Background: an optimization exercise with open tools, aiming at small area. Do not read the settings as production practice.
Only simulation tests tie the RTL to the original design; equivalence was not proved.
Power figures rest on the tool's default switching activity, not on a simulated workload.

==> 08-17 <==
==> flow/design.v <==
`timescale 1ns / 1ps
module Top(
    input wire clk,
    input en, reset, HourP, minuteP,
    output wire [7:0] cathode,
    output wire [7:0] AN
    );
    reg [8:0] rc;
    wire rtick = rc[8] & rc[7] & rc[4] & rc[0];           
    always @(posedge clk)
        if (reset)      rc <= 9'd201;
        else if (rtick) rc <= 9'd0;
        else            rc <= rc + 9'd1;
    reg [9:0] tc;
    wire ttick = tc[9] & tc[8] & tc[5] & tc[0];           
    always @(posedge clk)
        if (reset)      tc <= 10'd401;
        else if (ttick) tc <= 10'd0;
        else            tc <= tc + 10'd1;
    reg [2:0] DP;
    always @(posedge clk)
        if (reset)      DP <= 3'd0;
        else if (rtick) DP <= (DP[2] & DP[1]) ? 3'd0 : DP + 3'd1;
    localparam OP_NONE = 2'd0, OP_HOUR = 2'd1, OP_MIN = 2'd2, OP_SEC = 2'd3;
    reg [3:0] sub;
    reg [1:0] op;
    wire sub11 = sub[3] & sub[1] & sub[0];                 
    always @(posedge clk)
        if (reset) begin
            sub <= 4'd0;
            op  <= OP_NONE;
        end else if (ttick) begin
            if (HourP)        op <= OP_HOUR;
            else if (minuteP) op <= OP_MIN;
            else if (en) begin
                op  <= sub11 ? OP_SEC : OP_NONE;
                sub <= sub11 ? 4'd0 : sub + 4'd1;
            end else          op <= OP_NONE;
        end
    reg [3:0] s_o, m_o, h_o;
    reg [2:0] s_t, m_t;
    reg [1:0] h_t;
    wire s_o9 = s_o[3] & s_o[0];
    wire s_t5 = s_t[2] & s_t[0];
    wire m_o9 = m_o[3] & m_o[0];
    wire m_t5 = m_t[2] & m_t[0];
    wire h_o9 = h_o[3] & h_o[0];
    wire h_23 = h_t[1] & h_o[1] & h_o[0];
    wire inc_s = op == OP_SEC;
    wire inc_m = (op == OP_MIN) | (inc_s & s_t5 & s_o9);
    wire inc_h = (op == OP_HOUR) | (inc_s & s_t5 & s_o9 & m_t5 & m_o9);
    always @(posedge clk)
        if (reset) begin
            {s_o, s_t, m_o, m_t, h_o, h_t} <= 0;
        end else if (ttick) begin
            if (inc_s) begin
                s_o <= s_o9 ? 4'd0 : s_o + 4'd1;
                if (s_o9) s_t <= s_t5 ? 3'd0 : s_t + 3'd1;
            end
            if (inc_m) begin
                m_o <= m_o9 ? 4'd0 : m_o + 4'd1;
                if (m_o9) m_t <= m_t5 ? 3'd0 : m_t + 3'd1;
            end
            if (inc_h) begin
                if (h_23) begin
                    h_o <= 4'd0;
                    h_t <= 2'd0;
                end else if (h_o9) begin
                    h_o <= 4'd0;
                    h_t <= h_t + 2'd1;
                end else
                    h_o <= h_o + 4'd1;
            end
        end
    reg [3:0] digit;
    reg [7:0] an;
    always @(*)
        case (DP)
            3'd0: begin digit = m_o;          an = 8'b11101111; end
            3'd1: begin digit = {1'b0, m_t};  an = 8'b11011111; end
            3'd2: begin digit = h_o;          an = 8'b10111111; end
            3'd3: begin digit = {2'b0, h_t};  an = 8'b01111111; end
            3'd4: begin digit = s_o;          an = 8'b11111110; end
            3'd5: begin digit = {1'b0, s_t};  an = 8'b11111101; end
            default: begin digit = 4'bxxxx;   an = 8'b11111111; end
        endcase
    assign AN = an;
    reg [6:0] seg;
    always @(*)
        case (digit)
            4'd0: seg = 7'b0000001;
            4'd1: seg = 7'b1001111;
            4'd2: seg = 7'b0010010;
            4'd3: seg = 7'b0000110;
            4'd4: seg = 7'b1001100;
            4'd5: seg = 7'b0100100;
            4'd6: seg = 7'b0100000;
            4'd7: seg = 7'b0001111;
            4'd8: seg = 7'b0000000;
            4'd9: seg = 7'b0000100;
            default: seg = 7'bxxxxxxx;
        endcase
    assign cathode = {seg, 1'b1};
endmodule
==> flow/run.sh <==
#!/bin/bash
# synth_recipe.tcl (not shown) runs the flow's synth.tcl, then flattens the netlist and writes it again
# the make line also repeats each setting of config.mk as NAME=value (left out here)
make -C /OpenROAD-flow-scripts/flow DESIGN_CONFIG=/design/flow/config.mk WORK_HOME=/design/flow/orfs CLKGATE_MAP_FILE= SYNTH_SCRIPT=/design/flow/synth_recipe.tcl finish
==> flow/config.mk <==
export PLATFORM = sky130hd
export DESIGN_NAME = Top
export DESIGN_NICKNAME = Top
export VERILOG_FILES = /design/flow/design.v
export SDC_FILE = /design/flow/constraint.sdc
export NUM_CORES = 4
export LEC_CHECK = 0
export ABC_CLOCK_PERIOD_IN_PS = 6000
export CAP_MARGIN = 20
export CORE_MARGIN = 2
export CORE_UTILIZATION = 40
export CTS_CLUSTER_DIAMETER = 500
export CTS_CLUSTER_SIZE = 100
export SLEW_MARGIN = 20
==> flow/constraint.sdc <==
create_clock -name core_clock -period 6.0 [get_ports {clk}]
set_input_delay 1.2000 -clock core_clock [delete_from_list [all_inputs] [get_ports {clk}]]
set_output_delay 1.2000 -clock core_clock [all_outputs]
set_load 0.01 [all_outputs]
==> 12-11 (differences from 08-17) <==
==> flow/design.v, changed modules only <==
module Top(
    input wire clk,
    input en, reset, HourP, minuteP,
    output wire [7:0] cathode,
    output wire [7:0] AN
    );
    reg [8:0] rc;
    wire rtick = rc[3] & ~(rc[1] | rc[2] | rc[4] | rc[5] | rc[6] | rc[7]);
    always @(posedge clk)
        if (reset) rc <= 9'd182;
        else       rc <= {rc[7:0], rc[8] ^ rc[4] ^ rtick};
    reg [9:0] tc;
    wire ttick = ~(tc[1] | tc[2] | tc[3] | tc[4] | tc[5] | tc[6] | tc[7]);
    always @(posedge clk)
        if (reset) tc <= 10'd282;
        else       tc <= {tc[8:0], tc[9] ^ tc[6] ^ ttick};
    reg [2:0] DP;
    always @(posedge clk)
        if (reset)      DP <= 3'b001;
        else if (rtick) DP <= {DP[1:0], DP[2] ^ DP[1]};
    localparam OP_NONE = 2'd0, OP_HOUR = 2'd1, OP_MIN = 2'd2, OP_SEC = 2'd3;
    reg [3:0] sub;
    reg [1:0] op;
    wire sub11 = sub[3] & sub[1] & sub[0];                 
    always @(posedge clk)
        if (reset) begin
            sub <= 4'd0;
            op  <= OP_NONE;
        end else if (ttick) begin
            if (HourP)        op <= OP_HOUR;
            else if (minuteP) op <= OP_MIN;
            else if (en) begin
                op  <= sub11 ? OP_SEC : OP_NONE;
                sub <= sub11 ? 4'd0 : sub + 4'd1;
            end else          op <= OP_NONE;
        end
    reg [3:0] s_o, m_o, h_o;
    reg [2:0] s_t, m_t;
    reg [1:0] h_t;
    wire s_o9 = s_o[3] & s_o[0];
    wire s_t5 = s_t[2] & s_t[0];
    wire m_o9 = m_o[3] & m_o[0];
    wire m_t5 = m_t[2] & m_t[0];
    wire h_o9 = h_o[3] & h_o[0];
    wire h_23 = h_t[1] & h_o[1] & h_o[0];
    wire inc_s = op == OP_SEC;
    wire inc_m = (op == OP_MIN) | (inc_s & s_t5 & s_o9);
    wire inc_h = (op == OP_HOUR) | (inc_s & s_t5 & s_o9 & m_t5 & m_o9);
    always @(posedge clk)
        if (reset) begin
            {s_o, s_t, m_o, m_t, h_o, h_t} <= 0;
        end else if (ttick) begin
            if (inc_s) begin
                s_o <= s_o9 ? 4'd0 : s_o + 4'd1;
                if (s_o9) s_t <= s_t5 ? 3'd0 : s_t + 3'd1;
            end
            if (inc_m) begin
                m_o <= m_o9 ? 4'd0 : m_o + 4'd1;
                if (m_o9) m_t <= m_t5 ? 3'd0 : m_t + 3'd1;
            end
            if (inc_h) begin
                if (h_23) begin
                    h_o <= 4'd0;
                    h_t <= 2'd0;
                end else if (h_o9) begin
                    h_o <= 4'd0;
                    h_t <= h_t + 2'd1;
                end else
                    h_o <= h_o + 4'd1;
            end
        end
    reg [3:0] digit;
    reg [7:0] an;
    always @(*)
        case (DP)
            3'b001: begin digit = m_o;          an = 8'b11101111; end
            3'b010: begin digit = {1'b0, m_t};  an = 8'b11011111; end
            3'b101: begin digit = h_o;          an = 8'b10111111; end
            3'b011: begin digit = {2'b0, h_t};  an = 8'b01111111; end
            3'b111: begin digit = s_o;          an = 8'b11111110; end
            3'b110: begin digit = {1'b0, s_t};  an = 8'b11111101; end
            default: begin digit = 4'bxxxx;   an = 8'b11111111; end
        endcase
    assign AN = an;
    reg [6:0] seg;
    always @(*)
        case (digit)
            4'd0: seg = 7'b0000001;
            4'd1: seg = 7'b1001111;
            4'd2: seg = 7'b0010010;
            4'd3: seg = 7'b0000110;
            4'd4: seg = 7'b1001100;
            4'd5: seg = 7'b0100100;
            4'd6: seg = 7'b0100000;
            4'd7: seg = 7'b0001111;
            4'd8: seg = 7'b0000000;
            4'd9: seg = 7'b0000100;
            default: seg = 7'bxxxxxxx;
        endcase
    assign cathode = {seg, 1'b1};
endmodule
==> flow/flow/run.sh (new file) <==
#!/bin/bash
# Standard layout, with the port buffers made from the smallest buffer, a
# clock tree of clkbuf_8 only, and logic cells downsized after placement.
set -euo pipefail
HERE=$(cd "$(dirname "$0")" && pwd)
export BUFFER_PORTS_ARGS="-buffer_cell sky130_fd_sc_hd__buf_1"
export CTS_ARGS="-sink_clustering_enable -repair_clock_nets -sink_clustering_size 50 -sink_clustering_max_diameter 500 -buf_list sky130_fd_sc_hd__clkbuf_8 -dont_use_dummy_load"
export POST_RESIZE_TCL="$HERE/downsize.tcl"
bash standard.sh > standard_flow.log 2>&1
==> flow/flow/downsize.tcl (new file) <==
# Swap every logic cell for the smallest-area cell of the same function
# (same name but drive strength), then let repair_design fix any slew or
# capacitance violation this makes. Flip-flops and buffers are left alone.
set db [ord::get_db]
set block [ord::get_db_block]
set n 0
foreach inst [$block getInsts] {
  set m [$inst getMaster]
  set name [$m getName]
  if {![regexp {^(sky130_fd_sc_hd__[a-z0-9]+)_([0-9]+)$} $name -> base drive]} { continue }
  if {[regexp {df|dl|buf|conb|tap|fill|decap|diode} $base]} { continue }
  set best $name
  set bestw [$m getWidth]
  foreach d {0 1 2 3 4 6 8 12 16} {
    set cm [$db findMaster ${base}_$d]
    if {$cm == "NULL" || $cm == ""} { continue }
    if {[$cm getWidth] < $bestw} { set best ${base}_$d; set bestw [$cm getWidth] }
  }
  if {$best ne $name} {
    replace_cell [$inst getName] $best
    incr n
  }
}
puts "downsize: swapped $n cells"
estimate_parasitics -placement
repair_design
report_worst_slack
==> flow/standard.sh (new file) <==
#!/bin/bash
# synth_recipe.tcl (not shown) runs the flow's synth.tcl, then flattens the netlist and writes it again
# the make line also repeats each setting of config.mk as NAME=value (left out here)
make -C /OpenROAD-flow-scripts/flow DESIGN_CONFIG=/design/flow/config.mk WORK_HOME=/design/flow/orfs CLKGATE_MAP_FILE= SYNTH_SCRIPT=/design/flow/synth_recipe.tcl "${@:-finish}"
- ABC_CLOCK_PERIOD_IN_PS: 6000 -> not set
- CTS_CLUSTER_DIAMETER: 500 -> not set
- CTS_CLUSTER_SIZE: 100 -> not set
removed: flow/run.sh
==> 10-02 (differences from 08-17) <==
==> flow/design.v, changed modules only <==
module Top(
    input wire clk,
    input en, reset, HourP, minuteP,
    output wire [7:0] cathode,
    output wire [7:0] AN
    );
    reg [8:0] rc;
    wire rtick = rc[3] & ~(rc[1] | rc[2] | rc[4] | rc[5] | rc[6] | rc[7]);
    always @(posedge clk)
        if (reset) rc <= 9'd182;
        else       rc <= {rc[7:0], rc[8] ^ rc[4] ^ rtick};
    reg [9:0] tc;
    wire ttick = ~(tc[1] | tc[2] | tc[3] | tc[4] | tc[5] | tc[6] | tc[7]);
    always @(posedge clk)
        if (reset) tc <= 10'd282;
        else       tc <= {tc[8:0], tc[9] ^ tc[6] ^ ttick};
    reg [2:0] DP;
    always @(posedge clk)
        if (reset)      DP <= 3'b001;
        else if (rtick) DP <= {DP[1:0], DP[2] ^ DP[1]};
    localparam OP_NONE = 2'd0, OP_HOUR = 2'd1, OP_MIN = 2'd2, OP_SEC = 2'd3;
    reg [3:0] sub;
    reg [1:0] op;
    wire sub11 = sub[3] & sub[1] & sub[0];                 
    always @(posedge clk)
        if (reset) begin
            sub <= 4'd0;
            op  <= OP_NONE;
        end else if (ttick) begin
            if (HourP)        op <= OP_HOUR;
            else if (minuteP) op <= OP_MIN;
            else if (en) begin
                op  <= sub11 ? OP_SEC : OP_NONE;
                sub <= sub11 ? 4'd0 : sub + 4'd1;
            end else          op <= OP_NONE;
        end
    reg [3:0] s_o, m_o, h_o;
    reg [2:0] s_t, m_t;
    reg [1:0] h_t;
    wire s_o9 = s_o[3] & s_o[0];
    wire s_t5 = s_t[2] & s_t[0];
    wire m_o9 = m_o[3] & m_o[0];
    wire m_t5 = m_t[2] & m_t[0];
    wire h_o9 = h_o[3] & h_o[0];
    wire h_23 = h_t[1] & h_o[1] & h_o[0];
    wire inc_s = op == OP_SEC;
    wire inc_m = (op == OP_MIN) | (inc_s & s_t5 & s_o9);
    wire inc_h = (op == OP_HOUR) | (inc_s & s_t5 & s_o9 & m_t5 & m_o9);
    always @(posedge clk)
        if (reset) begin
            {s_o, s_t, m_o, m_t, h_o, h_t} <= 0;
        end else if (ttick) begin
            if (inc_s) begin
                s_o <= s_o9 ? 4'd0 : s_o + 4'd1;
                if (s_o9) s_t <= s_t5 ? 3'd0 : s_t + 3'd1;
            end
            if (inc_m) begin
                m_o <= m_o9 ? 4'd0 : m_o + 4'd1;
                if (m_o9) m_t <= m_t5 ? 3'd0 : m_t + 3'd1;
            end
            if (inc_h) begin
                if (h_23) begin
                    h_o <= 4'd0;
                    h_t <= 2'd0;
                end else if (h_o9) begin
                    h_o <= 4'd0;
                    h_t <= h_t + 2'd1;
                end else
                    h_o <= h_o + 4'd1;
            end
        end
    reg [3:0] digit;
    reg [7:0] an;
    always @(*)
        case (DP)
            3'b001: begin digit = m_o;          an = 8'b11101111; end
            3'b010: begin digit = {1'b0, m_t};  an = 8'b11011111; end
            3'b101: begin digit = h_o;          an = 8'b10111111; end
            3'b011: begin digit = {2'b0, h_t};  an = 8'b01111111; end
            3'b111: begin digit = s_o;          an = 8'b11111110; end
            3'b110: begin digit = {1'b0, s_t};  an = 8'b11111101; end
            default: begin digit = 4'bxxxx;   an = 8'b11111111; end
        endcase
    assign AN = an;
    reg [6:0] seg;
    always @(*)
        case (digit)
            4'd0: seg = 7'b0000001;
            4'd1: seg = 7'b1001111;
            4'd2: seg = 7'b0010010;
            4'd3: seg = 7'b0000110;
            4'd4: seg = 7'b1001100;
            4'd5: seg = 7'b0100100;
            4'd6: seg = 7'b0100000;
            4'd7: seg = 7'b0001111;
            4'd8: seg = 7'b0000000;
            4'd9: seg = 7'b0000100;
            default: seg = 7'bxxxxxxx;
        endcase
    assign cathode = {seg, 1'b1};
endmodule
==> flow/flow/run.sh (new file) <==
#!/bin/bash
# The standard layout (standard.sh) with these changes:
#  - synthesis maps the logic with an area-oriented ABC script (area.abc)
#    instead of ORFS's speed script; everything else in synthesis is
#    the standard flow's own script (synth_recipe.tcl), so the registers are the same;
#  - synthesis leaves adders to ABC instead of mapping them to half-adder
#    cells (ADDER_MAP_FILE empty);
#  - the port buffers are the smallest buffer (buf_1);
#  - the clock tree uses clkbuf_8 only and no dummy loads;
#  - after placement, logic cells are downsized (downsize.tcl).
set -euo pipefail
HERE=$(cd "$(dirname "$0")" && pwd)
WORK=$(pwd)
cat > my_synth.tcl <<TCL
proc abc {args} {
  set i [lsearch -exact \$args -script]
  if {\$i >= 0} { lset args [expr {\$i + 1}] $HERE/area.abc }
  yosys abc {*}\$args
}
source $WORK/synth_recipe.tcl
TCL
sed -e "s#SYNTH_SCRIPT=[^ ]*#SYNTH_SCRIPT=$WORK/my_synth.tcl#" \
    -e "s#CLKGATE_MAP_FILE= #CLKGATE_MAP_FILE= ADDER_MAP_FILE= #" standard.sh > my_standard.sh
grep -q "ADDER_MAP_FILE= " my_standard.sh
grep -q "SYNTH_SCRIPT=$WORK/my_synth.tcl" my_standard.sh
export BUFFER_PORTS_ARGS="-buffer_cell sky130_fd_sc_hd__buf_1"
export CTS_ARGS="-sink_clustering_enable -repair_clock_nets -sink_clustering_size 50 -sink_clustering_max_diameter 500 -buf_list sky130_fd_sc_hd__clkbuf_8 -dont_use_dummy_load"
export POST_RESIZE_TCL="$HERE/downsize.tcl"
bash my_standard.sh > flow.log 2>&1
==> flow/flow/area.abc (new file) <==
strash
balance
rewrite
refactor
balance
rewrite -z
refactor -z
rewrite -z
balance
dch -f
amap
==> flow/flow/downsize.tcl (new file) <==
# Swap every logic cell for the smallest-area cell of the same function
# (same name but drive strength), then let repair_design fix any slew or
# capacitance violation this makes. Flip-flops and buffers are left alone.
set db [ord::get_db]
set block [ord::get_db_block]
set n 0
foreach inst [$block getInsts] {
  set m [$inst getMaster]
  set name [$m getName]
  if {![regexp {^(sky130_fd_sc_hd__[a-z0-9]+)_([0-9]+)$} $name -> base drive]} { continue }
  if {[regexp {df|dl|buf|conb|tap|fill|decap|diode} $base]} { continue }
  set best $name
  set bestw [$m getWidth]
  foreach d {0 1 2 3 4 6 8 12 16} {
    set cm [$db findMaster ${base}_$d]
    if {$cm == "NULL" || $cm == ""} { continue }
    if {[$cm getWidth] < $bestw} { set best ${base}_$d; set bestw [$cm getWidth] }
  }
  if {$best ne $name} {
    replace_cell [$inst getName] $best
    incr n
  }
}
puts "downsize: swapped $n cells"
estimate_parasitics -placement
repair_design
report_worst_slack
==> flow/standard.sh (new file) <==
#!/bin/bash
# synth_recipe.tcl (not shown) runs the flow's synth.tcl, then flattens the netlist and writes it again
# the make line also repeats each setting of config.mk as NAME=value (left out here)
make -C /OpenROAD-flow-scripts/flow DESIGN_CONFIG=/design/flow/config.mk WORK_HOME=/design/flow/orfs CLKGATE_MAP_FILE= SYNTH_SCRIPT=/design/flow/synth_recipe.tcl "${@:-finish}"
- ABC_CLOCK_PERIOD_IN_PS: 6000 -> not set
- CTS_CLUSTER_DIAMETER: 500 -> not set
- CTS_CLUSTER_SIZE: 100 -> not set
removed: flow/run.sh
==> comparison table <==
	10-02	12-11	08-17
Result of the run	complete, no violations	complete, no violations	complete, no violations
Worst reg2reg path depth	11	5	5
Design Area, Final	2141 um2	2461 um2	2841 um2
Pint	0.0004083 W	0.0004104 W	0.0004281 W
Final total power	0.0005170 W	0.0005198 W	0.0005571 W
Cell Rows	25	27	29
CP max FO	6	15	14
Mean Syn Cell Area	8.188 um2	8.871 um2	8.333 um2
Largest stage delay, worst path	410 ps	610 ps	570 ps
Relative contribution of sequential cells to total power	63.9%	63.8%	59.1%
Mapped cell area	1941 um2	2360 um2	2550 um2
Leak	0.7141 nW	0.9400 nW	1.032 nW
Worst hold path cell count	2	1	1
Number of tap cells inserted	54	72	77
Post-Layout Cell Count	314	347	394
Final clock skew	14.91 ps	6.138 ps	7.807 ps
Top-area cell type share of the netlist area	49.52%	40.72%	37.68%
Post-route fraction of the period consumed by the critical path	66.11%	62.91%	74.48%
Overall via count from detail_route	1,587	1,780	2,027
Multi-input logic portion of the cell area	38.05%	50.43%	51.70%

==> port drivers added, routing unchanged <==
Ports are ideal in the flow. The routed layouts listed here were re-timed in OpenROAD.
Step 1: set_driving_cell puts a clkbuf_16 on clk and a buf_2 on each other input, an assumption about the parent block.
Step 2 moves the port delays by t, midway between the first and last clock arrival at a register: inputs arrive t later, outputs are due t later. That takes back most of the time a late clock gives input paths.
Three values: ideal, step 1, step 2; two values: the first two.
run | shift t [ns] | setup slack, ns | hold WS [ns]
08-17 | 0.328 | 1.531 / 1.503 / 1.831 | 0.471 / 0.471 / 0.471
12-11 | 0.315 | 2.225 / 2.196 / 2.511 | 0.417 / 0.417 / 0.417
10-02 | 0.316 | 2.033 / 2.005 / 2.320 | 0.425 / 0.425 / 0.425
After both steps setup and hold are still met in every run listed.
